From an optimization exercise on the open Yosys and OpenROAD flow, aimed at small area and a short achievable clock period; shortcuts taken in it are not production practice.
RTL that was checked went through simulation tests only; none was proved equivalent to the original.
No activity file was given, so power comes from the tool's default toggle rates.

## v32
## best_offset_prefetcher
module best_offset_prefetcher #(
	parameter	WIDTH		= 64,
	parameter	TAG_WIDTH	= 12,
	parameter	UP_NUM_SET	= 8,
	parameter	UP_NUM_ASSO	= 0
) (
	input		logic					clk,
	input		logic					rst,
	input		logic	[WIDTH - 1:0]	up_address_i,
	input		logic					up_miss_i,
	input		logic					up_valid_i,
	input		logic					up_prefetched_i,
	input		logic					lo_ready_i,
	output		logic	[WIDTH - 1:0]	lo_prefetch_address_o,
	output		logic					lo_prefetch_valid_o
);
Settings: LEC_CHECK=0, CAP_MARGIN=20, CORE_MARGIN=2, CORE_UTILIZATION=65, CTS_CLUSTER_DIAMETER=80, CTS_CLUSTER_SIZE=24, PLACE_DENSITY=0.75, SLEW_MARGIN=20, SYNTH_HIERARCHICAL=1, SYNTH_MINIMUM_KEEP_SIZE=0; clock period 17.0 ns.
standard.sh (not shown) runs the stock make flow with config.mk's settings and CLKGATE_MAP_FILE= SYNTH_SCRIPT=/design/flow/synth_recipe.tcl, a recipe that flattens the netlist after the stock synthesis.
==> flow/flow/run.sh <==
#!/bin/bash
# Layout: the standard flow (standard.sh) with these changes to how it is
# made:
#  - Yosys leaves adders to ABC instead of mapping them to ha/fa cells first
#    (ADDER_MAP_FILE empty);
#  - the port buffers that buffer_ports inserts are buf_2 cells;
#  - timing repair works towards a setup slack of 12.6 ns, not 0;
#  - clock tree synthesis clusters up to 24 sinks within 80 um per leaf
#    buffer and adds no dummy loads;
#  - the constant outputs share one tie cell (no tie fanout repair).
set -euo pipefail
bash standard.sh "ADDER_MAP_FILE=" \
	"BUFFER_PORTS_ARGS=-buffer_cell sky130_fd_sc_hd__buf_2" \
	"SETUP_SLACK_MARGIN=12.6" \
	"CTS_ARGS=-sink_clustering_enable -repair_clock_nets -sink_clustering_size 24 -sink_clustering_max_diameter 80 -dont_use_dummy_load" \
	"SKIP_REPAIR_TIE_FANOUT=1" \
	finish > standard_flow.log 2>&1
v32 has completed all stages; timing, DRC and antenna checks passed.
The inputs of v11 differ from those of v32 as listed below.
- a deleted PLACE_DENSITY that had been 0.75
diff --git a/flow/flow/run.sh b/flow/flow/run.sh
--- a/flow/flow/run.sh
+++ b/flow/flow/run.sh
@@ -7,3 +7,3 @@
 #  - timing repair works towards a setup slack of 12.6 ns, not 0;
-#  - clock tree synthesis clusters up to 24 sinks within 80 um per leaf
+#  - clock tree synthesis clusters up to 28 sinks within 100 um per leaf
 #    buffer and adds no dummy loads;
@@ -14,3 +14,3 @@
 	"SETUP_SLACK_MARGIN=12.6" \
-	"CTS_ARGS=-sink_clustering_enable -repair_clock_nets -sink_clustering_size 24 -sink_clustering_max_diameter 80 -dont_use_dummy_load" \
+	"CTS_ARGS=-sink_clustering_enable -repair_clock_nets -sink_clustering_size 28 -sink_clustering_max_diameter 100 -dont_use_dummy_load" \
 	"SKIP_REPAIR_TIE_FANOUT=1" \
## What came out
Comparing v32 and v11, the lower post-DP HPWL is on v32. On final total negative setup slack, v32 and v11 are basically level. v32 → v11: total met3 wirelength after detailed routing has decreased, achievable frequency has decreased.
Input-level comparison between v29 and v11:
- an added PLACE_DENSITY of 0.9
diff --git a/flow/flow/run.sh b/flow/flow/run.sh
--- a/flow/flow/run.sh
+++ b/flow/flow/run.sh
@@ -7,3 +7,3 @@
 #  - timing repair works towards a setup slack of 12.6 ns, not 0;
-#  - clock tree synthesis clusters up to 28 sinks within 100 um per leaf
+#  - clock tree synthesis clusters up to 24 sinks within 80 um per leaf
 #    buffer and adds no dummy loads;
@@ -14,3 +14,3 @@
 	"SETUP_SLACK_MARGIN=12.6" \
-	"CTS_ARGS=-sink_clustering_enable -repair_clock_nets -sink_clustering_size 28 -sink_clustering_max_diameter 100 -dont_use_dummy_load" \
+	"CTS_ARGS=-sink_clustering_enable -repair_clock_nets -sink_clustering_size 24 -sink_clustering_max_diameter 80 -dont_use_dummy_load" \
 	"SKIP_REPAIR_TIE_FANOUT=1" \
v11: done, clean on timing, DRC and antenna. v29: flow completed, timing, DRC and antenna clean. Diff v11 -> v29: initial antenna violation count rose by 1, proportion of power drawn by flip-flops and latches fell 2.1 points, final instance area rose by 1.1%. Changes observed in v29 relative to v11: clock network area share grew by 0.54 points; clock network fraction of total power up 2.2 points; final hold slack has decreased; net switching share of the total power climbed 0.47 points; relative slew slack down 18 points. Critical path depth in v29 vs v11: up 7. Going from v11 to v29, slew of the pin with the lowest slew margin grows by 0.27 ns. Looking only at power density of the placed cells, and setting everything else aside, the lower value of v29 and v11 goes to v11.
[inputs] v23 vs v29
- clearing PLACE_DENSITY, which used to be 0.9
==> notes.md <==
In summary, v23 completed successfully, with a layout that passed the timing, design-rule and antenna checks.
When v23 is set beside v29, its fraction of area in multi-input gates turns out to be 0.24 points larger.
Looking at fraction of met3 tracks used by global routing, v23 sits below v29.
Run comparison: v29 peak-usage layer in the global routing report met2; v23 peak-usage layer in the global routing report met1
Power came out lower on v23 than on v29.
Against v29, shortest clock period the worst path allows after layout in v23 came out better.
In v23, hold slack is higher than in v29.
Area: v23 vs v29 -> v23 smaller
Sort v29 and v23 by global router's overall resource usage, descending, and v29 comes first.
v23 vs. v29: final wirelength saw a decrease; first-iteration DRC count saw a decrease; wire length of the first global-routing pass saw a decrease.

* * *

Another version of the RTL of best_offset_prefetcher (not shown whole).
For scale: roughly 710 flip-flops, roughly 140 I/O pins, about 0.028 mm^2 of cells after synthesis.
// best_offset_prefetcher
module best_offset_prefetcher #(
	parameter	WIDTH		= 64,
	parameter	TAG_WIDTH	= 12,
	parameter	UP_NUM_SET	= 8,
	parameter	UP_NUM_ASSO	= 0
) (
	input		logic					clk,
	input		logic					rst,
	input		logic	[WIDTH - 1:0]	up_address_i,
	input		logic					up_miss_i,
	input		logic					up_valid_i,
	input		logic					up_prefetched_i,
	input		logic					lo_ready_i,
	output		logic	[WIDTH - 1:0]	lo_prefetch_address_o,
	output		logic					lo_prefetch_valid_o
);
clock: 17.0 ns
lec_check: 0
cap_margin: 50
core_margin: 2
core_utilization: 40
cts_cluster_diameter: 100
cts_cluster_size: 30
slew_margin: 70
==> flow/flow/run.sh <==
#!/bin/bash
# Layout: the standard flow (standard.sh) with two changes to how it is
# made: Yosys leaves adders to ABC instead of mapping them to ha/fa cells
# first (ADDER_MAP_FILE empty), and the port buffers are buf_2 cells.
set -euo pipefail
bash standard.sh "ADDER_MAP_FILE=" "BUFFER_PORTS_ARGS=-buffer_cell sky130_fd_sc_hd__buf_2" finish > standard_flow.log 2>&1
The first run went through all stages and came out clean.
Edit:
==> flow/run.sh (new file) <==
#!/bin/bash
# synth_recipe.tcl (not shown) runs the flow's synth.tcl, then flattens the netlist and writes it again
# the make line also repeats each setting of config.mk as NAME=value (left out here)
make -C /OpenROAD-flow-scripts/flow DESIGN_CONFIG=/design/flow/config.mk WORK_HOME=/design/flow/orfs CLKGATE_MAP_FILE= SYNTH_SCRIPT=/design/flow/synth_recipe.tcl finish
--- a/flow/config.mk
+++ b/flow/config.mk
@@ -8 +8 @@
-export CAP_MARGIN = 50
+export CAP_MARGIN = 20
@@ -13 +13 @@
-export SLEW_MARGIN = 70
+export SLEW_MARGIN = 20
removed: flow/flow/run.sh
removed: flow/standard.sh
Effect:
- cell area falls by a few percent
- worst setup slack degrades by 0.63 ns
- synthesized area stays flat
- routed wire length rises slightly
- non-clock buffer count falls by 25
- sequential share of layout area rises by 1.5 points
- cell count falls slightly
- maximum frequency falls by roughly a tenth
- via count falls by a few percent
Function was not checked in any run of this note: the RTL went through the layout flow alone.

==> what the ideal ports hide <==
The results above use ideal ports. As a check the final layouts listed here were re-extracted and re-timed, cells and wires unchanged. Step 1 (the two cells are an assumption about what drives the block):
set clk [get_ports {clk}]
set_driving_cell -lib_cell sky130_fd_sc_hd__clkbuf_16 $clk
set_driving_cell -lib_cell sky130_fd_sc_hd__buf_2 [delete_from_list [all_inputs] $clk]
Step 2 adds t to the input delays and takes it off the output delays; t is the mean of the earliest and latest rising clock arrival at the registers after step 1. Input paths then give back, and output paths get back, about the clock's delay inside the block. Three values: no drivers, after step 1, after step 2; two values: the first two.
run	shift t [ns]	setup slack, ns	worst register clock-pin slew, ns	worst slew at a driven data input, ns
v32	0.608	12.621 / 12.564 / 12.024	0.10 / 0.10	0.06
v11	0.651	12.526 / 12.466 / 12.009	0.12 / 0.12	0.04
v29	0.625	12.536 / 12.491 / 11.890	0.10 / 0.10	0.09
v23	0.614	12.624 / 12.566 / 12.029	0.10 / 0.10	0.07
the first run of note 2	0.669	11.734 / 11.771 / 11.103	0.12 / 0.12	0.08
the second run of note 2	0.680	11.101 / 11.101 / 10.677	0.12 / 0.12	0.06
After both steps setup and hold are still met in every run listed. For v29, which loses most, drivers alone change the setup slack by -0.045 ns; drivers and shift together by -0.646 ns.
